From an optimization exercise on the open Yosys and OpenROAD flow, aimed at small area; shortcuts taken in it are not production practice.
At most, simulation tests tie the RTL to the original design; equivalence was not proved.
No functional check of the RTL was part of run 2.
Power figures rest on the tool's default switching activity, not on a simulated workload.

$ cat flow/config.mk
export PLATFORM = sky130hd
export DESIGN_NAME = pitch_correction
export DESIGN_NICKNAME = pitch_correction
export VERILOG_FILES = /design/flow/design.v
export SDC_FILE = /design/flow/constraint.sdc
export NUM_CORES = 8
export LEC_CHECK = 0
export CAP_MARGIN = 40
export CORE_MARGIN = 2
export CORE_UTILIZATION = 40
export SLEW_MARGIN = 50
$ cat flow/constraint.sdc
create_clock -name core_clock -period 15.0 [get_ports {clk}]
set_input_delay 3.0000 -clock core_clock [delete_from_list [all_inputs] [get_ports {clk}]]
set_output_delay 3.0000 -clock core_clock [all_outputs]
set_load 0.01 [all_outputs]
$ cat flow/design.v
`timescale 1ns / 1ps
module peak_find (
    input  wire        clk,
    input  wire        reset,
    input  wire        in_v,
    input  wire        lower,
    input  wire [6:0]  idx,
    input  wire [31:0] din,
    output reg  [6:0]  peak,
    output wire        cap      
);
    wire [30:0] m;
    sqsum u_sq (.re(din[15:0]), .im(din[31:16]), .m(m));
    reg  [30:0] best;
    wire        gt  = (m > best);
    wire        upd = in_v & lower & gt;
    assign cap = upd | (in_v & lower & (best == 31'd0) & (idx == peak));
    always @(posedge clk) begin
        best <= ~in_v ? 31'd0 : upd ? m : best;
        if (reset)
            peak <= 7'd0;
        else if (upd)
            peak <= idx;
    end
endmodule
module onehot_mux #(parameter N = 32, parameter LN = 5) (
    input  wire [N*32-1:0] d,
    input  wire [LN-1:0]   sel,
    output reg  [31:0]     q
);
    wire [N-1:0] oh = {{(N-1){1'b0}}, 1'b1} << sel;
    integer i;
    always @* begin
        q = 32'd0;
        for (i = 0; i < N; i = i + 1)
            q = q | (d[i*32 +: 32] & {32{oh[i]}});
    end
endmodule
module sqsum(input wire [15:0] re, input wire [15:0] im, output wire [30:0] m);
  wire w1 = (re[0] & re[11]) ^ (re[1] & re[10]);
  wire w2 = (re[0] & re[11]) & (re[1] & re[10]);
  wire w3 = (re[0] & re[13]) ^ (re[1] & re[12]) ^ (re[2] & re[11]);
  wire w4 = ((re[0] & re[13]) & (re[1] & re[12])) | ((re[0] & re[13]) & (re[2] & re[11])) | ((re[1] & re[12]) & (re[2] & re[11]));
  wire w5 = (re[3] & re[10]) ^ (re[4] & re[9]);
  wire w6 = (re[3] & re[10]) & (re[4] & re[9]);
  wire w7 = (re[0] & re[14]) ^ (re[1] & re[13]) ^ (re[2] & re[12]);
  wire w8 = ((re[0] & re[14]) & (re[1] & re[13])) | ((re[0] & re[14]) & (re[2] & re[12])) | ((re[1] & re[13]) & (re[2] & re[12]));
  wire w9 = (re[3] & re[11]) ^ (re[4] & re[10]);
  wire w10 = (re[3] & re[11]) & (re[4] & re[10]);
  wire w11 = ~(re[15] & re[0]) ^ (re[1] & re[14]) ^ (re[2] & re[13]);
  wire w12 = (~(re[15] & re[0]) & (re[1] & re[14])) | (~(re[15] & re[0]) & (re[2] & re[13])) | ((re[1] & re[14]) & (re[2] & re[13]));
  wire w13 = (re[3] & re[12]) ^ (re[4] & re[11]) ^ (re[5] & re[10]);
  wire w14 = ((re[3] & re[12]) & (re[4] & re[11])) | ((re[3] & re[12]) & (re[5] & re[10])) | ((re[4] & re[11]) & (re[5] & re[10]));
  wire w15 = (re[6] & re[9]) ^ (re[7] & re[8]) ^ re[8];
  wire w16 = ((re[6] & re[9]) & (re[7] & re[8])) | ((re[6] & re[9]) & re[8]) | ((re[7] & re[8]) & re[8]);
  wire w17 = ~(im[15] & im[0]) ^ (im[1] & im[14]);
  wire w18 = ~(im[15] & im[0]) & (im[1] & im[14]);
  wire w19 = ~(re[15] & re[1]) ^ (re[2] & re[14]) ^ (re[3] & re[13]);
  wire w20 = (~(re[15] & re[1]) & (re[2] & re[14])) | (~(re[15] & re[1]) & (re[3] & re[13])) | ((re[2] & re[14]) & (re[3] & re[13]));
  wire w21 = (re[4] & re[12]) ^ (re[5] & re[11]) ^ (re[6] & re[10]);
  wire w22 = ((re[4] & re[12]) & (re[5] & re[11])) | ((re[4] & re[12]) & (re[6] & re[10])) | ((re[5] & re[11]) & (re[6] & re[10]));
  wire w23 = (re[7] & re[9]) ^ ~(im[15] & im[1]) ^ (im[2] & im[14]);
  wire w24 = ((re[7] & re[9]) & ~(im[15] & im[1])) | ((re[7] & re[9]) & (im[2] & im[14])) | (~(im[15] & im[1]) & (im[2] & im[14]));
  wire w25 = ~(re[15] & re[2]) ^ (re[3] & re[14]) ^ (re[4] & re[13]);
  wire w26 = (~(re[15] & re[2]) & (re[3] & re[14])) | (~(re[15] & re[2]) & (re[4] & re[13])) | ((re[3] & re[14]) & (re[4] & re[13]));
  wire w27 = (re[5] & re[12]) ^ (re[6] & re[11]) ^ (re[7] & re[10]);
  wire w28 = ((re[5] & re[12]) & (re[6] & re[11])) | ((re[5] & re[12]) & (re[7] & re[10])) | ((re[6] & re[11]) & (re[7] & re[10]));
  wire w29 = (re[8] & re[9]) ^ re[9] ^ ~(im[15] & im[2]);
  wire w30 = ((re[8] & re[9]) & re[9]) | ((re[8] & re[9]) & ~(im[15] & im[2])) | (re[9] & ~(im[15] & im[2]));
  wire w31 = ~(re[15] & re[3]) ^ (re[4] & re[14]) ^ (re[5] & re[13]);
  wire w32 = (~(re[15] & re[3]) & (re[4] & re[14])) | (~(re[15] & re[3]) & (re[5] & re[13])) | ((re[4] & re[14]) & (re[5] & re[13]));
  wire w33 = ~(re[15] & re[4]) ^ (re[5] & re[14]) ^ (re[6] & re[13]);
  wire w34 = (~(re[15] & re[4]) & (re[5] & re[14])) | (~(re[15] & re[4]) & (re[6] & re[13])) | ((re[5] & re[14]) & (re[6] & re[13]));
  wire w35 = (re[0] & re[7]) ^ (re[1] & re[6]);
  wire w36 = (re[0] & re[7]) & (re[1] & re[6]);
  wire w37 = (re[0] & re[9]) ^ (re[1] & re[8]) ^ (re[2] & re[7]);
  wire w38 = ((re[0] & re[9]) & (re[1] & re[8])) | ((re[0] & re[9]) & (re[2] & re[7])) | ((re[1] & re[8]) & (re[2] & re[7]));
  wire w39 = (re[3] & re[6]) ^ (re[4] & re[5]);
  wire w40 = (re[3] & re[6]) & (re[4] & re[5]);
  wire w41 = (re[0] & re[10]) ^ (re[1] & re[9]) ^ (re[2] & re[8]);
  wire w42 = ((re[0] & re[10]) & (re[1] & re[9])) | ((re[0] & re[10]) & (re[2] & re[8])) | ((re[1] & re[9]) & (re[2] & re[8]));
  wire w43 = (re[3] & re[7]) ^ (re[4] & re[6]);
  wire w44 = (re[3] & re[7]) & (re[4] & re[6]);
  wire w45 = (re[2] & re[9]) ^ (re[3] & re[8]) ^ (re[4] & re[7]);
  wire w46 = ((re[2] & re[9]) & (re[3] & re[8])) | ((re[2] & re[9]) & (re[4] & re[7])) | ((re[3] & re[8]) & (re[4] & re[7]));
  wire w47 = (re[5] & re[6]) ^ re[6] ^ (im[0] & im[11]);
  wire w48 = ((re[5] & re[6]) & re[6]) | ((re[5] & re[6]) & (im[0] & im[11])) | (re[6] & (im[0] & im[11]));
  wire w49 = (im[1] & im[10]) ^ (im[2] & im[9]) ^ (im[3] & im[8]);
  wire w50 = ((im[1] & im[10]) & (im[2] & im[9])) | ((im[1] & im[10]) & (im[3] & im[8])) | ((im[2] & im[9]) & (im[3] & im[8]));
  wire w51 = (re[0] & re[12]) ^ (re[1] & re[11]) ^ (re[2] & re[10]);
  wire w52 = ((re[0] & re[12]) & (re[1] & re[11])) | ((re[0] & re[12]) & (re[2] & re[10])) | ((re[1] & re[11]) & (re[2] & re[10]));
  wire w53 = (re[3] & re[9]) ^ (re[4] & re[8]) ^ (re[5] & re[7]);
  wire w54 = ((re[3] & re[9]) & (re[4] & re[8])) | ((re[3] & re[9]) & (re[5] & re[7])) | ((re[4] & re[8]) & (re[5] & re[7]));
  wire w55 = (im[0] & im[12]) ^ (im[1] & im[11]) ^ (im[2] & im[10]);
  wire w56 = ((im[0] & im[12]) & (im[1] & im[11])) | ((im[0] & im[12]) & (im[2] & im[10])) | ((im[1] & im[11]) & (im[2] & im[10]));
  wire w57 = (im[3] & im[9]) ^ (im[4] & im[8]);
  wire w58 = (im[3] & im[9]) & (im[4] & im[8]);
  wire w59 = (re[5] & re[8]) ^ (re[6] & re[7]) ^ re[7];
  wire w60 = ((re[5] & re[8]) & (re[6] & re[7])) | ((re[5] & re[8]) & re[7]) | ((re[6] & re[7]) & re[7]);
  wire w61 = (im[0] & im[13]) ^ (im[1] & im[12]) ^ (im[2] & im[11]);
  wire w62 = ((im[0] & im[13]) & (im[1] & im[12])) | ((im[0] & im[13]) & (im[2] & im[11])) | ((im[1] & im[12]) & (im[2] & im[11]));
  wire w63 = (im[3] & im[10]) ^ (im[4] & im[9]) ^ (im[5] & im[8]);
  wire w64 = ((im[3] & im[10]) & (im[4] & im[9])) | ((im[3] & im[10]) & (im[5] & im[8])) | ((im[4] & im[9]) & (im[5] & im[8]));
  wire w65 = (im[6] & im[7]) ^ im[7] ^ w3;
  wire w66 = ((im[6] & im[7]) & im[7]) | ((im[6] & im[7]) & w3) | (im[7] & w3);
  wire w67 = (re[5] & re[9]) ^ (re[6] & re[8]) ^ (im[0] & im[14]);
  wire w68 = ((re[5] & re[9]) & (re[6] & re[8])) | ((re[5] & re[9]) & (im[0] & im[14])) | ((re[6] & re[8]) & (im[0] & im[14]));
  wire w69 = (im[1] & im[13]) ^ (im[2] & im[12]) ^ (im[3] & im[11]);
  wire w70 = ((im[1] & im[13]) & (im[2] & im[12])) | ((im[1] & im[13]) & (im[3] & im[11])) | ((im[2] & im[12]) & (im[3] & im[11]));
  wire w71 = (im[4] & im[10]) ^ (im[5] & im[9]) ^ (im[6] & im[8]);
  wire w72 = ((im[4] & im[10]) & (im[5] & im[9])) | ((im[4] & im[10]) & (im[6] & im[8])) | ((im[5] & im[9]) & (im[6] & im[8]));
  wire w73 = w7 ^ w9 ^ w4;
  wire w74 = (w7 & w9) | (w7 & w4) | (w9 & w4);
  wire w75 = (im[2] & im[13]) ^ (im[3] & im[12]) ^ (im[4] & im[11]);
  wire w76 = ((im[2] & im[13]) & (im[3] & im[12])) | ((im[2] & im[13]) & (im[4] & im[11])) | ((im[3] & im[12]) & (im[4] & im[11]));
  wire w77 = (im[5] & im[10]) ^ (im[6] & im[9]) ^ (im[7] & im[8]);
  wire w78 = ((im[5] & im[10]) & (im[6] & im[9])) | ((im[5] & im[10]) & (im[7] & im[8])) | ((im[6] & im[9]) & (im[7] & im[8]));
  wire w79 = im[8] ^ w11 ^ w13;
  wire w80 = (im[8] & w11) | (im[8] & w13) | (w11 & w13);
  wire w81 = w15 ^ w17 ^ w8;
  wire w82 = (w15 & w17) | (w15 & w8) | (w17 & w8);
  wire w83 = (im[3] & im[13]) ^ (im[4] & im[12]) ^ (im[5] & im[11]);
  wire w84 = ((im[3] & im[13]) & (im[4] & im[12])) | ((im[3] & im[13]) & (im[5] & im[11])) | ((im[4] & im[12]) & (im[5] & im[11]));
  wire w85 = (im[6] & im[10]) ^ (im[7] & im[9]) ^ 1'b1;
  wire w86 = ((im[6] & im[10]) & (im[7] & im[9])) | ((im[6] & im[10]) & 1'b1) | ((im[7] & im[9]) & 1'b1);
  wire w87 = w19 ^ w21 ^ w23;
  wire w88 = (w19 & w21) | (w19 & w23) | (w21 & w23);
  wire w89 = w12 ^ w14 ^ w16;
  wire w90 = (w12 & w14) | (w12 & w16) | (w14 & w16);
  wire w91 = (im[3] & im[14]) ^ (im[4] & im[13]) ^ (im[5] & im[12]);
  wire w92 = ((im[3] & im[14]) & (im[4] & im[13])) | ((im[3] & im[14]) & (im[5] & im[12])) | ((im[4] & im[13]) & (im[5] & im[12]));
  wire w93 = (im[6] & im[11]) ^ (im[7] & im[10]) ^ (im[8] & im[9]);
  wire w94 = ((im[6] & im[11]) & (im[7] & im[10])) | ((im[6] & im[11]) & (im[8] & im[9])) | ((im[7] & im[10]) & (im[8] & im[9]));
  wire w95 = im[9] ^ w25 ^ w27;
  wire w96 = (im[9] & w25) | (im[9] & w27) | (w25 & w27);
  wire w97 = w29 ^ w20 ^ w22;
  wire w98 = (w29 & w20) | (w29 & w22) | (w20 & w22);
  wire w99 = (re[6] & re[12]) ^ (re[7] & re[11]) ^ (re[8] & re[10]);
  wire w100 = ((re[6] & re[12]) & (re[7] & re[11])) | ((re[6] & re[12]) & (re[8] & re[10])) | ((re[7] & re[11]) & (re[8] & re[10]));
  wire w101 = ~(im[15] & im[3]) ^ (im[4] & im[14]) ^ (im[5] & im[13]);
  wire w102 = (~(im[15] & im[3]) & (im[4] & im[14])) | (~(im[15] & im[3]) & (im[5] & im[13])) | ((im[4] & im[14]) & (im[5] & im[13]));
  wire w103 = (im[6] & im[12]) ^ (im[7] & im[11]) ^ (im[8] & im[10]);
  wire w104 = ((im[6] & im[12]) & (im[7] & im[11])) | ((im[6] & im[12]) & (im[8] & im[10])) | ((im[7] & im[11]) & (im[8] & im[10]));
  wire w105 = w31 ^ w26 ^ w28;
  wire w106 = (w31 & w26) | (w31 & w28) | (w26 & w28);
  wire w107 = (re[7] & re[12]) ^ (re[8] & re[11]) ^ (re[9] & re[10]);
  wire w108 = ((re[7] & re[12]) & (re[8] & re[11])) | ((re[7] & re[12]) & (re[9] & re[10])) | ((re[8] & re[11]) & (re[9] & re[10]));
  wire w109 = re[10] ^ ~(im[15] & im[4]) ^ (im[5] & im[14]);
  wire w110 = (re[10] & ~(im[15] & im[4])) | (re[10] & (im[5] & im[14])) | (~(im[15] & im[4]) & (im[5] & im[14]));
  wire w111 = (im[6] & im[13]) ^ (im[7] & im[12]) ^ (im[8] & im[11]);
  wire w112 = ((im[6] & im[13]) & (im[7] & im[12])) | ((im[6] & im[13]) & (im[8] & im[11])) | ((im[7] & im[12]) & (im[8] & im[11]));
  wire w113 = (im[9] & im[10]) ^ im[10] ^ w33;
  wire w114 = ((im[9] & im[10]) & im[10]) | ((im[9] & im[10]) & w33) | (im[10] & w33);
  wire w115 = ~(re[15] & re[5]) ^ (re[6] & re[14]) ^ (re[7] & re[13]);
  wire w116 = (~(re[15] & re[5]) & (re[6] & re[14])) | (~(re[15] & re[5]) & (re[7] & re[13])) | ((re[6] & re[14]) & (re[7] & re[13]));
  wire w117 = (re[8] & re[12]) ^ (re[9] & re[11]) ^ ~(im[15] & im[5]);
  wire w118 = ((re[8] & re[12]) & (re[9] & re[11])) | ((re[8] & re[12]) & ~(im[15] & im[5])) | ((re[9] & re[11]) & ~(im[15] & im[5]));
  wire w119 = (im[6] & im[14]) ^ (im[7] & im[13]) ^ (im[8] & im[12]);
  wire w120 = ((im[6] & im[14]) & (im[7] & im[13])) | ((im[6] & im[14]) & (im[8] & im[12])) | ((im[7] & im[13]) & (im[8] & im[12]));
  wire w121 = ~(re[15] & re[6]) ^ (re[7] & re[14]) ^ (re[8] & re[13]);
  wire w122 = (~(re[15] & re[6]) & (re[7] & re[14])) | (~(re[15] & re[6]) & (re[8] & re[13])) | ((re[7] & re[14]) & (re[8] & re[13]));
  wire w123 = (re[9] & re[12]) ^ (re[10] & re[11]) ^ re[11];
  wire w124 = ((re[9] & re[12]) & (re[10] & re[11])) | ((re[9] & re[12]) & re[11]) | ((re[10] & re[11]) & re[11]);
  wire w125 = ~(im[15] & im[6]) ^ (im[7] & im[14]) ^ (im[8] & im[13]);
  wire w126 = (~(im[15] & im[6]) & (im[7] & im[14])) | (~(im[15] & im[6]) & (im[8] & im[13])) | ((im[7] & im[14]) & (im[8] & im[13]));
  wire w127 = ~(re[15] & re[7]) ^ (re[8] & re[14]) ^ (re[9] & re[13]);
  wire w128 = (~(re[15] & re[7]) & (re[8] & re[14])) | (~(re[15] & re[7]) & (re[9] & re[13])) | ((re[8] & re[14]) & (re[9] & re[13]));
  wire w129 = ~(re[15] & re[8]) ^ (re[9] & re[14]) ^ (re[10] & re[13]);
  wire w130 = (~(re[15] & re[8]) & (re[9] & re[14])) | (~(re[15] & re[8]) & (re[10] & re[13])) | ((re[9] & re[14]) & (re[10] & re[13]));
  wire w131 = (re[0] & re[5]) ^ (re[1] & re[4]) ^ (re[2] & re[3]);
  wire w132 = ((re[0] & re[5]) & (re[1] & re[4])) | ((re[0] & re[5]) & (re[2] & re[3])) | ((re[1] & re[4]) & (re[2] & re[3]));
  wire w133 = (re[0] & re[6]) ^ (re[1] & re[5]);
  wire w134 = (re[0] & re[6]) & (re[1] & re[5]);
  wire w135 = (re[2] & re[5]) ^ (re[3] & re[4]) ^ re[4];
  wire w136 = ((re[2] & re[5]) & (re[3] & re[4])) | ((re[2] & re[5]) & re[4]) | ((re[3] & re[4]) & re[4]);
  wire w137 = (im[0] & im[7]) ^ (im[1] & im[6]) ^ (im[2] & im[5]);
  wire w138 = ((im[0] & im[7]) & (im[1] & im[6])) | ((im[0] & im[7]) & (im[2] & im[5])) | ((im[1] & im[6]) & (im[2] & im[5]));
  wire w139 = (re[0] & re[8]) ^ (re[1] & re[7]) ^ (re[2] & re[6]);
  wire w140 = ((re[0] & re[8]) & (re[1] & re[7])) | ((re[0] & re[8]) & (re[2] & re[6])) | ((re[1] & re[7]) & (re[2] & re[6]));
  wire w141 = (re[3] & re[5]) ^ (im[0] & im[8]) ^ (im[1] & im[7]);
  wire w142 = ((re[3] & re[5]) & (im[0] & im[8])) | ((re[3] & re[5]) & (im[1] & im[7])) | ((im[0] & im[8]) & (im[1] & im[7]));
  wire w143 = (im[2] & im[6]) ^ (im[3] & im[5]);
  wire w144 = (im[2] & im[6]) & (im[3] & im[5]);
  wire w145 = re[5] ^ (im[0] & im[9]) ^ (im[1] & im[8]);
  wire w146 = (re[5] & (im[0] & im[9])) | (re[5] & (im[1] & im[8])) | ((im[0] & im[9]) & (im[1] & im[8]));
  wire w147 = (im[2] & im[7]) ^ (im[3] & im[6]) ^ (im[4] & im[5]);
  wire w148 = ((im[2] & im[7]) & (im[3] & im[6])) | ((im[2] & im[7]) & (im[4] & im[5])) | ((im[3] & im[6]) & (im[4] & im[5]));
  wire w149 = im[5] ^ w37 ^ w39;
  wire w150 = (im[5] & w37) | (im[5] & w39) | (w37 & w39);
  wire w151 = (im[0] & im[10]) ^ (im[1] & im[9]) ^ (im[2] & im[8]);
  wire w152 = ((im[0] & im[10]) & (im[1] & im[9])) | ((im[0] & im[10]) & (im[2] & im[8])) | ((im[1] & im[9]) & (im[2] & im[8]));
  wire w153 = (im[3] & im[7]) ^ (im[4] & im[6]) ^ w41;
  wire w154 = ((im[3] & im[7]) & (im[4] & im[6])) | ((im[3] & im[7]) & w41) | ((im[4] & im[6]) & w41);
  wire w155 = w43 ^ w38 ^ w40;
  wire w156 = (w43 & w38) | (w43 & w40) | (w38 & w40);
  wire w157 = (im[4] & im[7]) ^ (im[5] & im[6]) ^ im[6];
  wire w158 = ((im[4] & im[7]) & (im[5] & im[6])) | ((im[4] & im[7]) & im[6]) | ((im[5] & im[6]) & im[6]);
  wire w159 = w1 ^ w45 ^ w47;
  wire w160 = (w1 & w45) | (w1 & w47) | (w45 & w47);
  wire w161 = w49 ^ w42 ^ w44;
  wire w162 = (w49 & w42) | (w49 & w44) | (w42 & w44);
  wire w163 = (im[5] & im[7]) ^ w2 ^ w51;
  wire w164 = ((im[5] & im[7]) & w2) | ((im[5] & im[7]) & w51) | (w2 & w51);
  wire w165 = w53 ^ w55 ^ w57;
  wire w166 = (w53 & w55) | (w53 & w57) | (w55 & w57);
  wire w167 = w46 ^ w48 ^ w50;
  wire w168 = (w46 & w48) | (w46 & w50) | (w48 & w50);
  wire w169 = w5 ^ w59 ^ w61;
  wire w170 = (w5 & w59) | (w5 & w61) | (w59 & w61);
  wire w171 = w63 ^ w65 ^ w52;
  wire w172 = (w63 & w65) | (w63 & w52) | (w65 & w52);
  wire w173 = w54 ^ w56 ^ w58;
  wire w174 = (w54 & w56) | (w54 & w58) | (w56 & w58);
  wire w175 = w6 ^ w67 ^ w69;
  wire w176 = (w6 & w67) | (w6 & w69) | (w67 & w69);
  wire w177 = w71 ^ w73 ^ w60;
  wire w178 = (w71 & w73) | (w71 & w60) | (w73 & w60);
  wire w179 = w62 ^ w64 ^ w66;
  wire w180 = (w62 & w64) | (w62 & w66) | (w64 & w66);
  wire w181 = w10 ^ w75 ^ w77;
  wire w182 = (w10 & w75) | (w10 & w77) | (w75 & w77);
  wire w183 = w79 ^ w81 ^ w68;
  wire w184 = (w79 & w81) | (w79 & w68) | (w81 & w68);
  wire w185 = w70 ^ w72 ^ w74;
  wire w186 = (w70 & w72) | (w70 & w74) | (w72 & w74);
  wire w187 = w18 ^ w83 ^ w85;
  wire w188 = (w18 & w83) | (w18 & w85) | (w83 & w85);
  wire w189 = w87 ^ w89 ^ w76;
  wire w190 = (w87 & w89) | (w87 & w76) | (w89 & w76);
  wire w191 = w78 ^ w80 ^ w82;
  wire w192 = (w78 & w80) | (w78 & w82) | (w80 & w82);
  wire w193 = w24 ^ w91 ^ w93;
  wire w194 = (w24 & w91) | (w24 & w93) | (w91 & w93);
  wire w195 = w95 ^ w97 ^ w84;
  wire w196 = (w95 & w97) | (w95 & w84) | (w97 & w84);
  wire w197 = w86 ^ w88 ^ w90;
  wire w198 = (w86 & w88) | (w86 & w90) | (w88 & w90);
  wire w199 = w30 ^ w99 ^ w101;
  wire w200 = (w30 & w99) | (w30 & w101) | (w99 & w101);
  wire w201 = w103 ^ w105 ^ w92;
  wire w202 = (w103 & w105) | (w103 & w92) | (w105 & w92);
  wire w203 = w94 ^ w96 ^ w98;
  wire w204 = (w94 & w96) | (w94 & w98) | (w96 & w98);
  wire w205 = w32 ^ w107 ^ w109;
  wire w206 = (w32 & w107) | (w32 & w109) | (w107 & w109);
  wire w207 = w111 ^ w113 ^ w100;
  wire w208 = (w111 & w113) | (w111 & w100) | (w113 & w100);
  wire w209 = w102 ^ w104 ^ w106;
  wire w210 = (w102 & w104) | (w102 & w106) | (w104 & w106);
  wire w211 = (im[9] & im[11]) ^ w34 ^ w115;
  wire w212 = ((im[9] & im[11]) & w34) | ((im[9] & im[11]) & w115) | (w34 & w115);
  wire w213 = w117 ^ w119 ^ w108;
  wire w214 = (w117 & w119) | (w117 & w108) | (w119 & w108);
  wire w215 = w110 ^ w112 ^ w114;
  wire w216 = (w110 & w112) | (w110 & w114) | (w112 & w114);
  wire w217 = (im[9] & im[12]) ^ (im[10] & im[11]) ^ im[11];
  wire w218 = ((im[9] & im[12]) & (im[10] & im[11])) | ((im[9] & im[12]) & im[11]) | ((im[10] & im[11]) & im[11]);
  wire w219 = w121 ^ w123 ^ w125;
  wire w220 = (w121 & w123) | (w121 & w125) | (w123 & w125);
  wire w221 = w116 ^ w118 ^ w120;
  wire w222 = (w116 & w118) | (w116 & w120) | (w118 & w120);
  wire w223 = (re[10] & re[12]) ^ ~(im[15] & im[7]) ^ (im[8] & im[14]);
  wire w224 = ((re[10] & re[12]) & ~(im[15] & im[7])) | ((re[10] & re[12]) & (im[8] & im[14])) | (~(im[15] & im[7]) & (im[8] & im[14]));
  wire w225 = (im[9] & im[13]) ^ (im[10] & im[12]) ^ w127;
  wire w226 = ((im[9] & im[13]) & (im[10] & im[12])) | ((im[9] & im[13]) & w127) | ((im[10] & im[12]) & w127);
  wire w227 = w122 ^ w124 ^ w126;
  wire w228 = (w122 & w124) | (w122 & w126) | (w124 & w126);
  wire w229 = (re[11] & re[12]) ^ re[12] ^ ~(im[15] & im[8]);
  wire w230 = ((re[11] & re[12]) & re[12]) | ((re[11] & re[12]) & ~(im[15] & im[8])) | (re[12] & ~(im[15] & im[8]));
  wire w231 = (im[9] & im[14]) ^ (im[10] & im[13]) ^ (im[11] & im[12]);
  wire w232 = ((im[9] & im[14]) & (im[10] & im[13])) | ((im[9] & im[14]) & (im[11] & im[12])) | ((im[10] & im[13]) & (im[11] & im[12]));
  wire w233 = im[12] ^ w129 ^ w128;
  wire w234 = (im[12] & w129) | (im[12] & w128) | (w129 & w128);
  wire w235 = ~(re[15] & re[9]) ^ (re[10] & re[14]) ^ (re[11] & re[13]);
  wire w236 = (~(re[15] & re[9]) & (re[10] & re[14])) | (~(re[15] & re[9]) & (re[11] & re[13])) | ((re[10] & re[14]) & (re[11] & re[13]));
  wire w237 = ~(im[15] & im[9]) ^ (im[10] & im[14]) ^ (im[11] & im[13]);
  wire w238 = (~(im[15] & im[9]) & (im[10] & im[14])) | (~(im[15] & im[9]) & (im[11] & im[13])) | ((im[10] & im[14]) & (im[11] & im[13]));
  wire w239 = ~(re[15] & re[10]) ^ (re[11] & re[14]) ^ (re[12] & re[13]);
  wire w240 = (~(re[15] & re[10]) & (re[11] & re[14])) | (~(re[15] & re[10]) & (re[12] & re[13])) | ((re[11] & re[14]) & (re[12] & re[13]));
  wire w241 = re[13] ^ ~(im[15] & im[10]) ^ (im[11] & im[14]);
  wire w242 = (re[13] & ~(im[15] & im[10])) | (re[13] & (im[11] & im[14])) | (~(im[15] & im[10]) & (im[11] & im[14]));
  wire w243 = (re[0] & re[3]) ^ (re[1] & re[2]) ^ re[2];
  wire w244 = ((re[0] & re[3]) & (re[1] & re[2])) | ((re[0] & re[3]) & re[2]) | ((re[1] & re[2]) & re[2]);
  wire w245 = (re[0] & re[4]) ^ (re[1] & re[3]);
  wire w246 = (re[0] & re[4]) & (re[1] & re[3]);
  wire w247 = re[3] ^ (im[0] & im[5]) ^ (im[1] & im[4]);
  wire w248 = (re[3] & (im[0] & im[5])) | (re[3] & (im[1] & im[4])) | ((im[0] & im[5]) & (im[1] & im[4]));
  wire w249 = (im[2] & im[3]) ^ im[3];
  wire w250 = (im[2] & im[3]) & im[3];
  wire w251 = (re[2] & re[4]) ^ (im[0] & im[6]) ^ (im[1] & im[5]);
  wire w252 = ((re[2] & re[4]) & (im[0] & im[6])) | ((re[2] & re[4]) & (im[1] & im[5])) | ((im[0] & im[6]) & (im[1] & im[5]));
  wire w253 = (im[2] & im[4]) ^ w133 ^ w132;
  wire w254 = ((im[2] & im[4]) & w133) | ((im[2] & im[4]) & w132) | (w133 & w132);
  wire w255 = (im[3] & im[4]) ^ im[4] ^ w35;
  wire w256 = ((im[3] & im[4]) & im[4]) | ((im[3] & im[4]) & w35) | (im[4] & w35);
  wire w257 = w135 ^ w137 ^ w134;
  wire w258 = (w135 & w137) | (w135 & w134) | (w137 & w134);
  wire w259 = w36 ^ w139 ^ w141;
  wire w260 = (w36 & w139) | (w36 & w141) | (w139 & w141);
  wire w261 = w143 ^ w136 ^ w138;
  wire w262 = (w143 & w136) | (w143 & w138) | (w136 & w138);
  wire w263 = w145 ^ w147 ^ w149;
  wire w264 = (w145 & w147) | (w145 & w149) | (w147 & w149);
  wire w265 = w140 ^ w142 ^ w144;
  wire w266 = (w140 & w142) | (w140 & w144) | (w142 & w144);
  wire w267 = w151 ^ w153 ^ w155;
  wire w268 = (w151 & w153) | (w151 & w155) | (w153 & w155);
  wire w269 = w146 ^ w148 ^ w150;
  wire w270 = (w146 & w148) | (w146 & w150) | (w148 & w150);
  wire w271 = w157 ^ w159 ^ w161;
  wire w272 = (w157 & w159) | (w157 & w161) | (w159 & w161);
  wire w273 = w152 ^ w154 ^ w156;
  wire w274 = (w152 & w154) | (w152 & w156) | (w154 & w156);
  wire w275 = w163 ^ w165 ^ w167;
  wire w276 = (w163 & w165) | (w163 & w167) | (w165 & w167);
  wire w277 = w158 ^ w160 ^ w162;
  wire w278 = (w158 & w160) | (w158 & w162) | (w160 & w162);
  wire w279 = w169 ^ w171 ^ w173;
  wire w280 = (w169 & w171) | (w169 & w173) | (w171 & w173);
  wire w281 = w164 ^ w166 ^ w168;
  wire w282 = (w164 & w166) | (w164 & w168) | (w166 & w168);
  wire w283 = w175 ^ w177 ^ w179;
  wire w284 = (w175 & w177) | (w175 & w179) | (w177 & w179);
  wire w285 = w170 ^ w172 ^ w174;
  wire w286 = (w170 & w172) | (w170 & w174) | (w172 & w174);
  wire w287 = w181 ^ w183 ^ w185;
  wire w288 = (w181 & w183) | (w181 & w185) | (w183 & w185);
  wire w289 = w176 ^ w178 ^ w180;
  wire w290 = (w176 & w178) | (w176 & w180) | (w178 & w180);
  wire w291 = w187 ^ w189 ^ w191;
  wire w292 = (w187 & w189) | (w187 & w191) | (w189 & w191);
  wire w293 = w182 ^ w184 ^ w186;
  wire w294 = (w182 & w184) | (w182 & w186) | (w184 & w186);
  wire w295 = w193 ^ w195 ^ w197;
  wire w296 = (w193 & w195) | (w193 & w197) | (w195 & w197);
  wire w297 = w188 ^ w190 ^ w192;
  wire w298 = (w188 & w190) | (w188 & w192) | (w190 & w192);
  wire w299 = w199 ^ w201 ^ w203;
  wire w300 = (w199 & w201) | (w199 & w203) | (w201 & w203);
  wire w301 = w194 ^ w196 ^ w198;
  wire w302 = (w194 & w196) | (w194 & w198) | (w196 & w198);
  wire w303 = w205 ^ w207 ^ w209;
  wire w304 = (w205 & w207) | (w205 & w209) | (w207 & w209);
  wire w305 = w200 ^ w202 ^ w204;
  wire w306 = (w200 & w202) | (w200 & w204) | (w202 & w204);
  wire w307 = w211 ^ w213 ^ w215;
  wire w308 = (w211 & w213) | (w211 & w215) | (w213 & w215);
  wire w309 = w206 ^ w208 ^ w210;
  wire w310 = (w206 & w208) | (w206 & w210) | (w208 & w210);
  wire w311 = w217 ^ w219 ^ w221;
  wire w312 = (w217 & w219) | (w217 & w221) | (w219 & w221);
  wire w313 = w212 ^ w214 ^ w216;
  wire w314 = (w212 & w214) | (w212 & w216) | (w214 & w216);
  wire w315 = w223 ^ w225 ^ w227;
  wire w316 = (w223 & w225) | (w223 & w227) | (w225 & w227);
  wire w317 = w218 ^ w220 ^ w222;
  wire w318 = (w218 & w220) | (w218 & w222) | (w220 & w222);
  wire w319 = w229 ^ w231 ^ w233;
  wire w320 = (w229 & w231) | (w229 & w233) | (w231 & w233);
  wire w321 = w224 ^ w226 ^ w228;
  wire w322 = (w224 & w226) | (w224 & w228) | (w226 & w228);
  wire w323 = w130 ^ w235 ^ w237;
  wire w324 = (w130 & w235) | (w130 & w237) | (w235 & w237);
  wire w325 = w230 ^ w232 ^ w234;
  wire w326 = (w230 & w232) | (w230 & w234) | (w232 & w234);
  wire w327 = (im[12] & im[13]) ^ im[13] ^ w239;
  wire w328 = ((im[12] & im[13]) & im[13]) | ((im[12] & im[13]) & w239) | (im[13] & w239);
  wire w329 = w241 ^ w236 ^ w238;
  wire w330 = (w241 & w236) | (w241 & w238) | (w236 & w238);
  wire w331 = ~(re[15] & re[11]) ^ (re[12] & re[14]) ^ ~(im[15] & im[11]);
  wire w332 = (~(re[15] & re[11]) & (re[12] & re[14])) | (~(re[15] & re[11]) & ~(im[15] & im[11])) | ((re[12] & re[14]) & ~(im[15] & im[11]));
  wire w333 = (im[12] & im[14]) ^ w240 ^ w242;
  wire w334 = ((im[12] & im[14]) & w240) | ((im[12] & im[14]) & w242) | (w240 & w242);
  wire w335 = ~(re[15] & re[12]) ^ (re[13] & re[14]) ^ re[14];
  wire w336 = (~(re[15] & re[12]) & (re[13] & re[14])) | (~(re[15] & re[12]) & re[14]) | ((re[13] & re[14]) & re[14]);
  wire w337 = ~(im[15] & im[12]) ^ (im[13] & im[14]) ^ im[14];
  wire w338 = (~(im[15] & im[12]) & (im[13] & im[14])) | (~(im[15] & im[12]) & im[14]) | ((im[13] & im[14]) & im[14]);
  wire w339 = (re[0] & re[1]) ^ re[1];
  wire w340 = (re[0] & re[1]) & re[1];
  wire w341 = (im[0] & im[3]) ^ (im[1] & im[2]);
  wire w342 = (im[0] & im[3]) & (im[1] & im[2]);
  wire w343 = (im[0] & im[4]) ^ (im[1] & im[3]) ^ w245;
  wire w344 = ((im[0] & im[4]) & (im[1] & im[3])) | ((im[0] & im[4]) & w245) | ((im[1] & im[3]) & w245);
  wire w345 = w131 ^ w247 ^ w249;
  wire w346 = (w131 & w247) | (w131 & w249) | (w247 & w249);
  wire w347 = w251 ^ w253 ^ w248;
  wire w348 = (w251 & w253) | (w251 & w248) | (w253 & w248);
  wire w349 = w255 ^ w257 ^ w252;
  wire w350 = (w255 & w257) | (w255 & w252) | (w257 & w252);
  wire w351 = w259 ^ w261 ^ w256;
  wire w352 = (w259 & w261) | (w259 & w256) | (w261 & w256);
  wire w353 = w263 ^ w265 ^ w260;
  wire w354 = (w263 & w265) | (w263 & w260) | (w265 & w260);
  wire w355 = w267 ^ w269 ^ w264;
  wire w356 = (w267 & w269) | (w267 & w264) | (w269 & w264);
  wire w357 = w271 ^ w273 ^ w268;
  wire w358 = (w271 & w273) | (w271 & w268) | (w273 & w268);
  wire w359 = w275 ^ w277 ^ w272;
  wire w360 = (w275 & w277) | (w275 & w272) | (w277 & w272);
  wire w361 = w279 ^ w281 ^ w276;
  wire w362 = (w279 & w281) | (w279 & w276) | (w281 & w276);
  wire w363 = w283 ^ w285 ^ w280;
  wire w364 = (w283 & w285) | (w283 & w280) | (w285 & w280);
  wire w365 = w287 ^ w289 ^ w284;
  wire w366 = (w287 & w289) | (w287 & w284) | (w289 & w284);
  wire w367 = w291 ^ w293 ^ w288;
  wire w368 = (w291 & w293) | (w291 & w288) | (w293 & w288);
  wire w369 = w295 ^ w297 ^ w292;
  wire w370 = (w295 & w297) | (w295 & w292) | (w297 & w292);
  wire w371 = w299 ^ w301 ^ w296;
  wire w372 = (w299 & w301) | (w299 & w296) | (w301 & w296);
  wire w373 = w303 ^ w305 ^ w300;
  wire w374 = (w303 & w305) | (w303 & w300) | (w305 & w300);
  wire w375 = w307 ^ w309 ^ w304;
  wire w376 = (w307 & w309) | (w307 & w304) | (w309 & w304);
  wire w377 = w311 ^ w313 ^ w308;
  wire w378 = (w311 & w313) | (w311 & w308) | (w313 & w308);
  wire w379 = w315 ^ w317 ^ w312;
  wire w380 = (w315 & w317) | (w315 & w312) | (w317 & w312);
  wire w381 = w319 ^ w321 ^ w316;
  wire w382 = (w319 & w321) | (w319 & w316) | (w321 & w316);
  wire w383 = w323 ^ w325 ^ w320;
  wire w384 = (w323 & w325) | (w323 & w320) | (w325 & w320);
  wire w385 = w327 ^ w329 ^ w324;
  wire w386 = (w327 & w329) | (w327 & w324) | (w329 & w324);
  wire w387 = w331 ^ w333 ^ w328;
  wire w388 = (w331 & w333) | (w331 & w328) | (w333 & w328);
  wire w389 = w335 ^ w337 ^ w332;
  wire w390 = (w335 & w337) | (w335 & w332) | (w337 & w332);
  wire w391 = ~(re[15] & re[13]) ^ ~(im[15] & im[13]) ^ w336;
  wire w392 = (~(re[15] & re[13]) & ~(im[15] & im[13])) | (~(re[15] & re[13]) & w336) | (~(im[15] & im[13]) & w336);
  wire w393 = ~(re[15] & re[14]) ^ re[15] ^ ~(im[15] & im[14]);
  wire w394 = (~(re[15] & re[14]) & re[15]) | (~(re[15] & re[14]) & ~(im[15] & im[14])) | (re[15] & ~(im[15] & im[14]));
  wire w395 = (im[0] & im[1]) ^ im[1];
  wire w396 = (im[0] & im[1]) & im[1];
  wire w397 = (re[0] & re[2]) ^ (im[0] & im[2]) ^ w340;
  wire w398 = ((re[0] & re[2]) & (im[0] & im[2])) | ((re[0] & re[2]) & w340) | ((im[0] & im[2]) & w340);
  wire w399 = im[2] ^ w243 ^ w341;
  wire w400 = (im[2] & w243) | (im[2] & w341) | (w243 & w341);
  wire w401 = w244 ^ w343 ^ w342;
  wire w402 = (w244 & w343) | (w244 & w342) | (w343 & w342);
  wire w403 = w246 ^ w345 ^ w344;
  wire w404 = (w246 & w345) | (w246 & w344) | (w345 & w344);
  wire w405 = w250 ^ w347 ^ w346;
  wire w406 = (w250 & w347) | (w250 & w346) | (w347 & w346);
  wire w407 = w254 ^ w349 ^ w348;
  wire w408 = (w254 & w349) | (w254 & w348) | (w349 & w348);
  wire w409 = w258 ^ w351 ^ w350;
  wire w410 = (w258 & w351) | (w258 & w350) | (w351 & w350);
  wire w411 = w262 ^ w353 ^ w352;
  wire w412 = (w262 & w353) | (w262 & w352) | (w353 & w352);
  wire w413 = w266 ^ w355 ^ w354;
  wire w414 = (w266 & w355) | (w266 & w354) | (w355 & w354);
  wire w415 = w270 ^ w357 ^ w356;
  wire w416 = (w270 & w357) | (w270 & w356) | (w357 & w356);
  wire w417 = w274 ^ w359 ^ w358;
  wire w418 = (w274 & w359) | (w274 & w358) | (w359 & w358);
  wire w419 = w278 ^ w361 ^ w360;
  wire w420 = (w278 & w361) | (w278 & w360) | (w361 & w360);
  wire w421 = w282 ^ w363 ^ w362;
  wire w422 = (w282 & w363) | (w282 & w362) | (w363 & w362);
  wire w423 = w286 ^ w365 ^ w364;
  wire w424 = (w286 & w365) | (w286 & w364) | (w365 & w364);
  wire w425 = w290 ^ w367 ^ w366;
  wire w426 = (w290 & w367) | (w290 & w366) | (w367 & w366);
  wire w427 = w294 ^ w369 ^ w368;
  wire w428 = (w294 & w369) | (w294 & w368) | (w369 & w368);
  wire w429 = w298 ^ w371 ^ w370;
  wire w430 = (w298 & w371) | (w298 & w370) | (w371 & w370);
  wire w431 = w302 ^ w373 ^ w372;
  wire w432 = (w302 & w373) | (w302 & w372) | (w373 & w372);
  wire w433 = w306 ^ w375 ^ w374;
  wire w434 = (w306 & w375) | (w306 & w374) | (w375 & w374);
  wire w435 = w310 ^ w377 ^ w376;
  wire w436 = (w310 & w377) | (w310 & w376) | (w377 & w376);
  wire w437 = w314 ^ w379 ^ w378;
  wire w438 = (w314 & w379) | (w314 & w378) | (w379 & w378);
  wire w439 = w318 ^ w381 ^ w380;
  wire w440 = (w318 & w381) | (w318 & w380) | (w381 & w380);
  wire w441 = w322 ^ w383 ^ w382;
  wire w442 = (w322 & w383) | (w322 & w382) | (w383 & w382);
  wire w443 = w326 ^ w385 ^ w384;
  wire w444 = (w326 & w385) | (w326 & w384) | (w385 & w384);
  wire w445 = w330 ^ w387 ^ w386;
  wire w446 = (w330 & w387) | (w330 & w386) | (w387 & w386);
  wire w447 = w334 ^ w389 ^ w388;
  wire w448 = (w334 & w389) | (w334 & w388) | (w389 & w388);
  wire w449 = w338 ^ w391 ^ w390;
  wire w450 = (w338 & w391) | (w338 & w390) | (w391 & w390);
  wire w451 = im[15] ^ w393 ^ w392;
  wire w452 = (im[15] & w393) | (im[15] & w392) | (w393 & w392);
  wire [30:0] ra = {w451, w449, w447, w445, w443, w441, w439, w437, w435, w433, w431, w429, w427, w425, w423, w421, w419, w417, w415, w413, w411, w409, w407, w405, w403, w401, w399, w397, w339, 1'b0, re[0]};
  wire [30:0] rb = {w450, w448, w446, w444, w442, w440, w438, w436, w434, w432, w430, w428, w426, w424, w422, w420, w418, w416, w414, w412, w410, w408, w406, w404, w402, w400, w398, w396, w395, 1'b0, im[0]};
  assign m = ra + rb;
endmodule
`timescale 1ns / 1ps
module pitch_correction(
    input wire clk,
    input wire reset,
    input wire [31:0] S_AXIS_DATA_0_tdata,
    input wire  S_AXIS_DATA_0_tlast,
    output wire S_AXIS_DATA_0_tready,
    input wire  S_AXIS_DATA_0_tvalid,
    output wire [31:0] m_axis_data_tdata,
    output wire        m_axis_data_tlast,
    input  wire        m_axis_data_tready,
    output wire        m_axis_data_tvalid,
    output wire [15:0] m_axis_config_tdata,
    input  wire m_axis_config_tready,
    output wire m_axis_config_tvalid,
    output wire [31:0] monitor_fft_out,
    output wire monitor_fft_vld,
    output wire [31:0] monitor_pitch_out,
    output wire monitor_pitch_vld,
    input wire pitch_enable
    );
    localparam LS = 3;               
    localparam S  = 1 << LS;
    localparam F  = S - 1;           
    localparam NT = 256 / S;         
    wire        in_v = S_AXIS_DATA_0_tvalid;
    wire [31:0] din  = S_AXIS_DATA_0_tdata;
    reg rst_d, cfg_v;
    always @(posedge clk) begin
        rst_d <= reset;
        cfg_v <= rst_d;
    end
    assign m_axis_config_tvalid = cfg_v;
    assign m_axis_config_tdata  = 16'h0001;
    assign m_axis_data_tlast    = 1'b0;
    assign monitor_fft_out      = din;
    assign monitor_fft_vld      = in_v;
    localparam FILLING = 2'd0, READY = 2'd1, EMPTYING = 2'd2;
    reg  [1:0] state;
    reg  [7:0] wp;        
    reg  [7:0] rp;        
    reg        ovld;
    wire       acc     = ovld & m_axis_data_tready;
    wire       lastacc = acc & (rp == 8'd255);
    always @(posedge clk) begin
        if (reset) begin
            state <= FILLING;
            wp    <= 8'd0;
            rp    <= 8'd0;
            ovld  <= 1'b0;
        end else begin
            if (in_v)
                wp <= wp + 8'd1;
            case (state)
                FILLING:  if (wp == 8'd255) state <= READY;
                READY:    if (acc) state <= EMPTYING;
                EMPTYING: if (lastacc) state <= FILLING;
                default:  state <= state;
            endcase
            if (state == READY)
                ovld <= 1'b1;
            else if (state == FILLING || lastacc)
                ovld <= 1'b0;
            if (acc)
                rp <= rp + 8'd1;
            else if (state == FILLING)
                rp <= 8'd0;
        end
    end
    wire [6:0] peak;
    wire       cap_p;
    peak_find u_peak (
        .clk(clk), .reset(reset), .in_v(in_v), .lower(~wp[7]),
        .idx(wp[6:0]), .din(din), .peak(peak), .cap(cap_p)
    );
    wire [31:0] dconj = {(~din[31:16]) + 16'd1, din[15:0]};
    reg [31:0] c_p, c_10, c_128p, c_138;
    always @(posedge clk) begin
        if (cap_p)
            c_p <= dconj;
        if (in_v && wp == 8'd10)
            c_10 <= dconj;
        if (in_v && wp == 8'd138)
            c_138 <= dconj;
        if (in_v && wp == {1'b1, peak})
            c_128p <= dconj;
    end
    reg  [8191:0] ring;
    always @(posedge clk)
        ring <= {ring[8159:0], in_v ? dconj : ring[8191:8160]};
    wire [NT*32-1:0] taps;
    genvar g;
    generate
        for (g = 0; g < NT; g = g + 1) begin : g_tap
            assign taps[g*32 +: 32] = ring[g*S*32 +: 32];
        end
    endgenerate
    reg  [7:0]    pf;
    reg  [LS-1:0] n;
    reg  [31:0]   q [0:F-1];
    wire          aligned = (pf[LS-1:0] == {LS{1'b0}});
    wire          empty   = (n == {LS{1'b0}});
    wire          fetch   = aligned & ((n != F[LS-1:0]) | acc);
    wire          push    = fetch & ~(empty & acc);
    wire          pop     = acc & ~empty;
    wire [LS-1:0] wpos    = n - {{(LS-1){1'b0}}, pop};
    wire [31:0]   tap;
    onehot_mux #(.N(NT), .LN(8-LS)) u_tap (.d(taps), .sel(pf[7:LS]), .q(tap));
    always @(posedge clk) begin
        if (!ovld) begin
            pf <= 8'd0;
            n  <= {LS{1'b0}};
        end else begin
            pf <= pf + {7'd0, ~fetch};
            n  <= n + {{(LS-1){1'b0}}, push} - {{(LS-1){1'b0}}, pop};
        end
    end
    generate
        for (g = 0; g < F; g = g + 1) begin : g_q
            if (g < F - 1) begin : g_mid
                always @(posedge clk)
                    if (push && wpos == g)
                        q[g] <= tap;
                    else if (pop)
                        q[g] <= q[g + 1];
            end else begin : g_last
                always @(posedge clk)
                    if (push && wpos == g)
                        q[g] <= tap;
            end
        end
    endgenerate
    wire [31:0] stream = empty ? tap : q[0];
    wire        swap_a = (rp[6:0] == 7'd10);
    wire        swap_b = (rp[6:0] == peak);
    wire [31:0] rd = swap_a ? (rp[7] ? c_128p : c_p) :
                     swap_b ? (rp[7] ? c_138  : c_10) : stream;
    assign m_axis_data_tdata    = pitch_enable ? rd : din;
    assign m_axis_data_tvalid   = pitch_enable ? ovld : in_v;
    assign S_AXIS_DATA_0_tready = pitch_enable | m_axis_data_tready;
    assign monitor_pitch_out    = rd;
    assign monitor_pitch_vld    = ovld;
endmodule
$ cat flow/run.sh
#!/bin/bash
# synth_recipe.tcl (not shown) runs the flow's synth.tcl, then flattens the netlist and writes it again
# the make line also repeats each setting of config.mk as NAME=value (left out here)
make -C /OpenROAD-flow-scripts/flow DESIGN_CONFIG=/design/flow/config.mk WORK_HOME=/design/flow/orfs CLKGATE_MAP_FILE= SYNTH_SCRIPT=/design/flow/synth_recipe.tcl finish
==> results of run 1 <==
## through the flow
| step | util | cell area [µm²] |
|---|---|---|
| after floorplan | - | 199000 |
| after global placement | 0.419 | 208000 |
| after detailed placement | 0.420 | 209000 |
| after CTS | 0.469 | 233000 |
| after global routing | 0.469 | 233000 |
| final | 0.470 | 233000 |
## worst max-delay path, stage by stage
cell	delay, ns
clkdlybuf4s50_1	0.97
nand2_1	0.17
fa_1	0.56
inv_1	0.05
fa_1	0.49
inv_1	0.07
fa_1	0.54
inv_1	0.06
fa_1	0.50
fa_1	0.59
fa_1	0.46
ha_1	0.36
nand2_1	0.12
nor2_1	0.12
and3_1	0.19
a21bo_2	0.28
a311o_1	0.31
o41a_1	0.33
xnor2_1	0.40
ha_1	0.23
nand3_1	0.10
nor3_1	0.34
nand3_1	0.16
nor2_1	0.24
a2111oi_1	0.17
a211oi_4	0.26
a21o_1	0.12
buf_4	0.48
## synthesized netlist by cell type (23+ instances only)
cell | number | area [µm²]
a2111oi_0 | 47 | 412
a211oi_1 | 40 | 300
a21oi_1 | 30 | 150
a22oi_1 | 272 | 2040
a31oi_1 | 39 | 244
a32oi_1 | 73 | 639
and2_1 | 177 | 1110
and3_1 | 168 | 1050
buf_2 | 73 | 365
buf_4 | 55 | 413
clkbuf_1 | 202 | 758
dfxtp_1 | 8262 | 165000
edfxtp_1 | 352 | 10600
fa_1 | 194 | 3880
ha_1 | 99 | 1240
inv_1 | 244 | 916
mux2_2 | 290 | 3270
mux2i_1 | 31 | 310
nand2_1 | 173 | 649
nand3_1 | 147 | 736
nand4_1 | 91 | 569
nor2_1 | 143 | 537
nor2b_1 | 72 | 450
o21ai_0 | 40 | 200
o21ai_1 | 23 | 115
or4_1 | 29 | 218
xnor2_1 | 57 | 499
xor2_1 | 30 | 263
## power by group
| group | internal (µW) | switching [µW] |
|---|---|---|
| logic | 1960 | 2910 |
| registers | 23400 | 114 |
| clock network | 10500 | 8070 |
## cell type report
type | count | area share
Multi-Input combinational cell | 2467 | 0.0894
Timing Repair Buffer | 274 | 0.0117
Tap cell | 6655 | 0.0357
Clock inverter | 260 | 0.0148
Inverter | 244 | 0.00393
Antenna cell | 21 | 0.000225
Sequential cell | 8614 | 0.755
Clock buffer | 1033 | 0.0893
## cells by family (layout without fill, tap and decap cells)
logic type,count (synthesis),count (layout),share of synthesized area
and+or+nand+nor,1085,1085,0.0296
other,2,38,0.0000377
xor gates and xnor gates,87,87,0.00383
muxes,321,321,0.0180
buffers and inverters,603,1811,0.0134
adders and majority gates,293,293,0.0257
AOI/OAI and AO/OA,664,664,0.0251
DFF,8614,8614,0.884
## routing by layer
metal,share of wire,GRT usage
met5,0.000075,0
met4,0.027,0.0444
met3,0.052,0.0245
met2,0.43,0.220
met1,0.49,0.214
## state kept, by name (all words and copies together), names as in the netlist, 3 cells and up
signal / count
ring: 8192
q: 224
c_10: 32
c_128p: 32
c_138: 32
c_p: 32
u_peak.best: 31
pf: 8
rp: 8
wp: 8
u_peak.peak: 7
n: 3
## path summary, 6_finish.rpt
check | startpoint | depth (start not counted) | end
max | S_AXIS_DATA_0_tdata[9] | 28 | c_p[14]
min | ring[3529] | 0 | ring[3561]
max reg2reg | pf[7] | 10 | q[5][24]
min reg2reg | ring[3529] | 0 | ring[3561]
## cell usage in the layout (no fill, tap or decap), types with 39 or more instances in the layout
master,n
mux2_2,290
nand2_1,173
a22oi_1,272
fa_1,194
clkbuf_1,151
inv_1,244
a32oi_1,73
a211oi_1,39
and2_1,155
nor2_1,134
clkbuf_8,162
buf_4,95
clkdlybuf4s50_1,129
ha_1,99
and3_1,166
nand4_1,91
xnor2_1,52
nor2b_1,71
clkbuf_16,720
clkinv_2,121
dfxtp_1,8259
bufinv_16,44
nand3_1,147
edfxtp_1,352
==> flow_metrics.tcl, run 1 <==
set metrics [dict create \
    grt_use_total 0.146 \
    overflow 0 \
    synth-edff-count 352 \
    power_density_nw_per_um2 202 \
    drt-pass1-iter-count 7 \
    worstSetupStartpointType "input pin" \
    worst_pin_slew_ns 0.794 \
    start_util 0.401 \
    yosysSeqAreaShare 0.884 \
    avgSynthCellArea_um2 17.1 \
    period_minus_slack_ns 11.05 \
    area_growth_pct 17.1 \
    worst_slack_ns 3.95 \
    cts_sinks 8614 \
    num-fill-cells 41972 \
    fin_setup_tns_ns 0 \
    synth_ff_type "dfxtp_1" \
    setup_violations 0 \
    ctsResizeCount 0 \
    final_max_slew_viol_count 0 \
    status "no timing/DRC/antenna violations" \
    drc 0 \
    ys_warn_count 4 \
    cts_tree "built" \
    drive_above_1_share 0.130 \
    dieArea_um2 503000 \
    cts_buffers 711 \
    insertion_delay_ns 1.10 \
    ctsHoldBuffers 0 \
    die_y_um 709 \
    syn_area_um2 199000 \
    synth_cells 11669 \
    r2r_setup_slack_ns 10.22 \
    p_leak_uw 0.0928 \
    post-place-ws_ns 2.70 \
    fin_hold_ws_ns 0.267 \
    regArea_um2 176000 \
    slew_headroom 0.468 \
    wl_per_cell_um 19.0 \
    io_buffers 137 \
    vias 82610 \
    hpwl_um 221000 \
    arrival_ns 11.73 \
    grt_max_degree 67 \
    fin_skew_ns 0.0588 \
    path_clk_slew_ns 0.06 \
    grt_pass1_vias 81724 \
    grt_pass1_wl_um 541000 \
    fmax_mhz 90.5 \
    io_pins 157 \
    dp_cells 18252 \
    ant_nets 0 \
    ir_drop_mv 0.341 \
    final_cell_count_no_fill 19568 \
    period_share 0.737 \
    routed_via_density 4.22 \
    nets 12644 \
    clk_path_buf_depth 4 \
    antenna_found_initial 62 \
    cts_post_setup_buffers_inserted 0 \
    rsz0062_at_grt "no" \
    cts_root_buf "clkbuf_16" \
    maxCapViolCount 0 \
    path_max_fanout 32 \
    synthArstFlopShare 0 \
    num_rows 259 \
    routabilityCongestion 0.801 \
    fp.dieW_um 709 \
    drt-initial-drc-count 4722 \
    worstSetupPathType "in2reg" \
    yosysUniqueCellTypes 70 \
    synth_seq_cells 8614 \
    hp-class "reg2reg" \
    cp-end-kind "flip-flop" \
    crit_required_ns 15.68 \
    hold_viol_final 0 \
    multiInputGateArea_um2 20800 \
    h-tree-depth 6 \
    power_uw 47000 \
    core-area_um2 496000 \
    routed_wl_um 373000 \
]
==> run 2, diff against run 1 <==
--- a/flow/design.v
+++ b/flow/design.v
@@ -1,40 +1,43 @@
 `timescale 1ns / 1ps
-module peak_find (
-    input  wire        clk,
-    input  wire        reset,
-    input  wire        in_v,
-    input  wire        lower,
-    input  wire [6:0]  idx,
-    input  wire [31:0] din,
-    output reg  [6:0]  peak,
-    output wire        cap      
+module aomux #(parameter N = 32) (
+    input  wire [N*32-1:0] d,
+    input  wire [N-1:0]    s,
+    output wire [31:0]     q
 );
-    wire [30:0] m;
-    sqsum u_sq (.re(din[15:0]), .im(din[31:16]), .m(m));
-    reg  [30:0] best;
-    wire        gt  = (m > best);
-    wire        upd = in_v & lower & gt;
-    assign cap = upd | (in_v & lower & (best == 31'd0) & (idx == peak));
-    always @(posedge clk) begin
-        best <= ~in_v ? 31'd0 : upd ? m : best;
-        if (reset)
-            peak <= 7'd0;
-        else if (upd)
-            peak <= idx;
-    end
+    localparam G = (N + 2) / 3;
+    wire [G*3*32-1:0] dd = {{(G*3-N)*32{1'b0}}, d};
+    wire [G*3-1:0]    ss = {{(G*3-N){1'b0}}, s};
+    genvar b, k;
+    generate
+        for (b = 0; b < 32; b = b + 1) begin : g_bit
+            wire [G-1:0] t;
+            for (k = 0; k < G; k = k + 1) begin : g_grp
+                if (3*k + 2 < N) begin : g3
+                    ao3n u (.a1(dd[(3*k)*32+b]),   .a2(ss[3*k]),
+                            .b1(dd[(3*k+1)*32+b]), .b2(ss[3*k+1]),
+                            .c1(dd[(3*k+2)*32+b]), .c2(ss[3*k+2]), .y(t[k]));
+                end else if (3*k + 1 < N) begin : g2
+                    ao2n u (.a1(dd[(3*k)*32+b]),   .a2(ss[3*k]),
+                            .b1(dd[(3*k+1)*32+b]), .b2(ss[3*k+1]), .y(t[k]));
+                end else begin : g1
+                    assign t[k] = ~(dd[(3*k)*32+b] & ss[3*k]);
+                end
+            end
+            assign q[b] = ~&t;
+        end
+    endgenerate
 endmodule
-module onehot_mux #(parameter N = 32, parameter LN = 5) (
-    input  wire [N*32-1:0] d,
-    input  wire [LN-1:0]   sel,
-    output reg  [31:0]     q
+module ao3n (
+    input  wire a1, a2, b1, b2, c1, c2,
+    output wire y
 );
-    wire [N-1:0] oh = {{(N-1){1'b0}}, 1'b1} << sel;
-    integer i;
-    always @* begin
-        q = 32'd0;
-        for (i = 0; i < N; i = i + 1)
-            q = q | (d[i*32 +: 32] & {32{oh[i]}});
-    end
+    assign y = ~((a1 & a2) | (b1 & b2) | (c1 & c2));
+endmodule
+module ao2n (
+    input  wire a1, a2, b1, b2,
+    output wire y
+);
+    assign y = ~((a1 & a2) | (b1 & b2));
 endmodule
 module sqsum(input wire [15:0] re, input wire [15:0] im, output wire [30:0] m);
   wire w1 = (re[0] & re[11]) ^ (re[1] & re[10]);
@@ -562,24 +565,23 @@
                 rp <= 8'd0;
         end
     end
-    wire [6:0] peak;
-    wire       cap_p;
-    peak_find u_peak (
-        .clk(clk), .reset(reset), .in_v(in_v), .lower(~wp[7]),
-        .idx(wp[6:0]), .din(din), .peak(peak), .cap(cap_p)
-    );
-    wire [31:0] dconj = {(~din[31:16]) + 16'd1, din[15:0]};
-    reg [31:0] c_p, c_10, c_128p, c_138;
+    wire        lower = ~wp[7];
+    wire [30:0] msq;
+    sqsum u_sq (.re(din[15:0]), .im(din[31:16]), .m(msq));
+    reg  [30:0] best;
+    reg  [6:0]  peak;
+    wire        upd = in_v & lower & (msq > best);
+    wire        cap_x = in_v & lower & ((msq > best) | (wp[6:0] == 7'd10) |
+                                        ((best == 31'd0) & (wp[6:0] == peak)));
+    wire        cap_y = in_v & wp[7] & ((wp[6:0] == 7'd10) | (wp[6:0] == peak));
     always @(posedge clk) begin
-        if (cap_p)
-            c_p <= dconj;
-        if (in_v && wp == 8'd10)
-            c_10 <= dconj;
-        if (in_v && wp == 8'd138)
-            c_138 <= dconj;
-        if (in_v && wp == {1'b1, peak})
-            c_128p <= dconj;
+        best <= ~in_v ? 31'd0 : upd ? msq : best;
+        if (reset)
+            peak <= 7'd0;
+        else if (upd)
+            peak <= wp[6:0];
     end
+    wire [31:0]   dconj = {(~din[31:16]) + 16'd1, din[15:0]};
     reg  [8191:0] ring;
     always @(posedge clk)
         ring <= {ring[8159:0], in_v ? dconj : ring[8191:8160]};
@@ -591,46 +593,59 @@
         end
     endgenerate
     reg  [7:0]    pf;
-    reg  [LS-1:0] n;
-    reg  [31:0]   q [0:F-1];
+    reg  [LS-1:0] n, hd, tl;
+    reg  [F*32-1:0] q;
     wire          aligned = (pf[LS-1:0] == {LS{1'b0}});
     wire          empty   = (n == {LS{1'b0}});
     wire          fetch   = aligned & ((n != F[LS-1:0]) | acc);
     wire          push    = fetch & ~(empty & acc);
     wire          pop     = acc & ~empty;
-    wire [LS-1:0] wpos    = n - {{(LS-1){1'b0}}, pop};
+    wire [NT-1:0] tsel    = {{(NT-1){1'b0}}, 1'b1} << pf[7:LS];
     wire [31:0]   tap;
-    onehot_mux #(.N(NT), .LN(8-LS)) u_tap (.d(taps), .sel(pf[7:LS]), .q(tap));
+    aomux #(.N(NT)) u_tap (.d(taps), .s(tsel), .q(tap));
     always @(posedge clk) begin
         if (!ovld) begin
             pf <= 8'd0;
             n  <= {LS{1'b0}};
+            hd <= {LS{1'b0}};
+            tl <= {LS{1'b0}};
         end else begin
             pf <= pf + {7'd0, ~fetch};
             n  <= n + {{(LS-1){1'b0}}, push} - {{(LS-1){1'b0}}, pop};
+            if (pop)
+                hd <= (hd == F - 1) ? {LS{1'b0}} : hd + 1'b1;
+            if (push)
+                tl <= (tl == F - 1) ? {LS{1'b0}} : tl + 1'b1;
         end
     end
     generate
         for (g = 0; g < F; g = g + 1) begin : g_q
-            if (g < F - 1) begin : g_mid
-                always @(posedge clk)
-                    if (push && wpos == g)
-                        q[g] <= tap;
-                    else if (pop)
-                        q[g] <= q[g + 1];
-            end else begin : g_last
-                always @(posedge clk)
-                    if (push && wpos == g)
-                        q[g] <= tap;
-            end
+            always @(posedge clk)
+                if (push && tl == g)
+                    q[g*32 +: 32] <= tap;
         end
     endgenerate
-    wire [31:0] stream = empty ? tap : q[0];
-    wire        swap_a = (rp[6:0] == 7'd10);
-    wire        swap_b = (rp[6:0] == peak);
-    wire [31:0] rd = swap_a ? (rp[7] ? c_128p : c_p) :
-                     swap_b ? (rp[7] ? c_138  : c_10) : stream;
-    assign m_axis_data_tdata    = pitch_enable ? rd : din;
+    wire [F:0]  ssel = {empty, {{(F-1){1'b0}}, ~empty} << hd};
+    wire [31:0] stream;
+    aomux #(.N(F + 1)) u_stream (.d({tap, q}), .s(ssel), .q(stream));
+    reg         cap_xd, cap_yd;
+    reg  [31:0] cx, cy;
+    wire        swp = (rp[6:0] == 7'd10) | (rp[6:0] == peak);
+    always @(posedge clk) begin
+        cap_xd <= cap_x;
+        cap_yd <= cap_y;
+        if (cap_xd | (acc & swp & ~rp[7]))
+            cx <= stream;
+        if (cap_yd | (acc & swp & rp[7]))
+            cy <= stream;
+    end
+    wire [3:0]  osel = {~pitch_enable,
+                        pitch_enable & swp & rp[7],
+                        pitch_enable & swp & ~rp[7],
+                        pitch_enable & ~swp};
+    wire [31:0] rd;
+    aomux #(.N(4)) u_out (.d({din, cy, cx, stream}), .s(osel), .q(rd));
+    assign m_axis_data_tdata    = rd;
     assign m_axis_data_tvalid   = pitch_enable ? ovld : in_v;
     assign S_AXIS_DATA_0_tready = pitch_enable | m_axis_data_tready;
     assign monitor_pitch_out    = rd;
--- a/flow/config.mk
+++ b/flow/config.mk
@@ -8,4 +8,8 @@
 export CAP_MARGIN = 40
 export CORE_MARGIN = 2
 export CORE_UTILIZATION = 40
+export CTS_BUF_LIST = sky130_fd_sc_hd__clkbuf_8
+export CTS_CLUSTER_DIAMETER = 40
+export CTS_CLUSTER_SIZE = 18
 export SLEW_MARGIN = 50
+export SYNTH_HIERARCHICAL = 1
==> run 2 against run 1 <==
Still clean on timing, DRC and antenna; clock skew is 0.039 ns higher; sequential cell count is 56 lower; sequential share of layout area is 5.3 points higher; sequential power hardly changed; count of clock-buffer cells in the layout is 347 lower; non-clock buffer count is 2 lower; power is 14% lower; worst setup slack better by 0.86 ns; via count is 6.0% lower; largest power group unchanged.
==> flow_metrics.tcl, run 2 <==
set metrics [dict create \
    drt-pass1-iter-count 10 \
    ir_drop_mv 0.306 \
    yosysTopAreaCellShare 0.857 \
    path_delay_family "adder cells" \
    num_rows 255 \
    rsz0062_at_grt "no" \
    worstPathBufferInverterCount 7 \
    wl_per_cell_um 18.2 \
    period_share 0.679 \
    crit_path_top_delay_cell "fa_1" \
    routed_wl_um 336000 \
    synth_seq_cells 8558 \
    final_cell_count_no_fill 18453 \
    postLayoutCoreUtil 0.448 \
    grt_use_met3 0.0221 \
    power_density_nw_per_um2 186 \
    synth-edff-count 288 \
    netlist_top_cells_area "dfxtp_1 86%, edfxtp_1 4.5%, a222oi_1 2.2%, fa_1 2.0%, ha_1 0.62%" \
    vias 77671 \
    setup_violations 0 \
    arrival_ns 11.25 \
    maxCapViolCount 0 \
    largestRegisters "ring x8192, q x224" \
    synth_ff_type "dfxtp_1" \
    synthArstFlopShare 0 \
    h-tree-depth 6 \
    worstSetupStartpointType "input pin" \
    hpwl_um 202000 \
    largest_register "ring" \
    yosysUniqueCellTypes 80 \
    crit_path_max_incr_delay_ns 0.54 \
    final_common_cell "dfxtp_1" \
    synth_cells 10891 \
    grt.busiest_layer "met1" \
    drive_above_1_share 0.105 \
    die_y_um 699 \
    drc 0 \
    r2r_setup_slack_ns 10.85 \
    area_growth_pct 11.6 \
    nets 11975 \
    final_max_slew_viol_count 0 \
    fp.dieW_um 699 \
    drt-initial-drc-count 6219 \
    cts_root_buf "clkbuf_8" \
    antenna_found_initial 50 \
    avgSynthCellArea_um2 17.7 \
    hold_viol_final 0 \
    hp-class "reg2reg" \
    grt_use_total 0.134 \
    status "no timing/DRC/antenna violations" \
    clk_path_buf_depth 4 \
    post-place-ws_ns 3.61 \
    syn_area_um2 193000 \
    crit_required_ns 16.06 \
    routed_via_density 4.21 \
    ys_warn_count 7 \
    synth_common_cells "8270 x dfxtp_1, 416 x a222oi_1, 288 x edfxtp_1" \
    yosys.area.top_type "dfxtp_1" \
    grt_pass1_wl_um 488000 \
    grt_util_met2 0.198 \
    ant_nets 0 \
    io_pins 157 \
    cp-end-kind "flip-flop" \
    synth.most_common_cell "dfxtp_1" \
    insertion_delay_ns 1.23 \
    dp_cells 17445 \
    grt_pass1_vias 75046 \
    start_util 0.401 \
    fin_setup_tns_ns 0 \
    fin_skew_ns 0.0980 \
    p_leak_uw 0.0853 \
]
run 2: changes by cell type after synthesis, sizes merged, moves of 54 or more:
| cell | change |
|---|---|
| nor2b | -57 |
| a2111oi | -54 |
| nor2 | -58 |
| clkbuf | -144 |
| a22oi | -207 |
| mux2 | -259 |
| a222oi | +414 |
| edfxtp | -64 |
| buf | -57 |
| and3 | -160 |
| a32oi | -72 |
run 2: per-module statistics from Yosys, one instance, submodules excluded, excerpt:
module | cells inside | flip-flops and latches | area [µm²]
sqsum | 972 | 0 | 8330
ao2n | 1 | 0 | 12.5
ao3n | 1 | 0 | 10.0
pitch_correction | 9244 | 8558 | 179000
run 2: final cells by class:
type / count / area, µm²
fill: 41690 / 266000
sequential: 8558 / 174000
multi-input combinational: 1915 / 17500
clock buffer: 686 / 9440
tap: 6425 / 8040
clock inverter: 308 / 3040
timing repair buffer: 272 / 2430
inverter: 275 / 1030
antenna: 14 / 35.0
run 2: path summary, 6_finish.rpt:
path                            cells past startpoint         end              startpoint
worst min register to register                      0  ring[1139]              ring[1107]
worst min-delay path                                0  ring[1139]              ring[1107]
worst max-delay path                               26    best[28]  S_AXIS_DATA_0_tdata[5]
worst max register to register                     10      cx[28]                   pf[7]
run 2: where the power goes:
part	switching, µW	total, µW	internal, µW
registers	106	23300	23200
logic	2980	4990	2010
clock network	7060	11900	4890
total	10100	40200	30100
run 2: routing by layer:
layer / wire length, µm / part of all wire
met1: 170000 / 0.51
met2: 140000 / 0.42
met3: 18100 / 0.054
met4: 7920 / 0.024
met5: 27 / 0.000080
run 2: stage by stage:
step / instance area, µm² / power (µW) / hold slack [ns]
detailed placement: 203000 / 28800 / 0.312
global route: 216000 / 42100 / 0.253
floorplan: 193000 / 27500 / 0.310
global placement: 203000 / 28800 / 0.310
finish: 216000 / 40200 / 0.271
CTS: 216000 / 40600 / 0.229
run 2: kinds of logic after synthesis:
logic type                 share of synthesized area
xor gates and xnor gates                     0.00349
and+or+nand+nor                               0.0209
buffers and inverters                         0.0103
other                                      0.0000389
DFF                                            0.901
muxes                                        0.00400
AOI/OAI and AO/OA                             0.0336
adders and majority gates                     0.0263
run 2: worst register-to-register path, cell delays in order, from the launching register on:
cell	delay, ns
dfxtp_1	0.55
inv_1	0.19
or3_1	0.58
nor2_4	0.35
buf_4	0.52
buf_4	0.52
a222oi_1	0.24
nand3_1	0.19
or3_1	0.52
a22oi_2	0.11
nand3_1	0.17

Re-timed with assumed drivers on the ports (clkbuf_16 on the clock, buf_2 on other inputs), run 2 has 4.891 ns of setup slack against 4.813 ns with ideal ports, and 3.609 ns once port delays also move by the mid clock arrival of 1.281 ns.
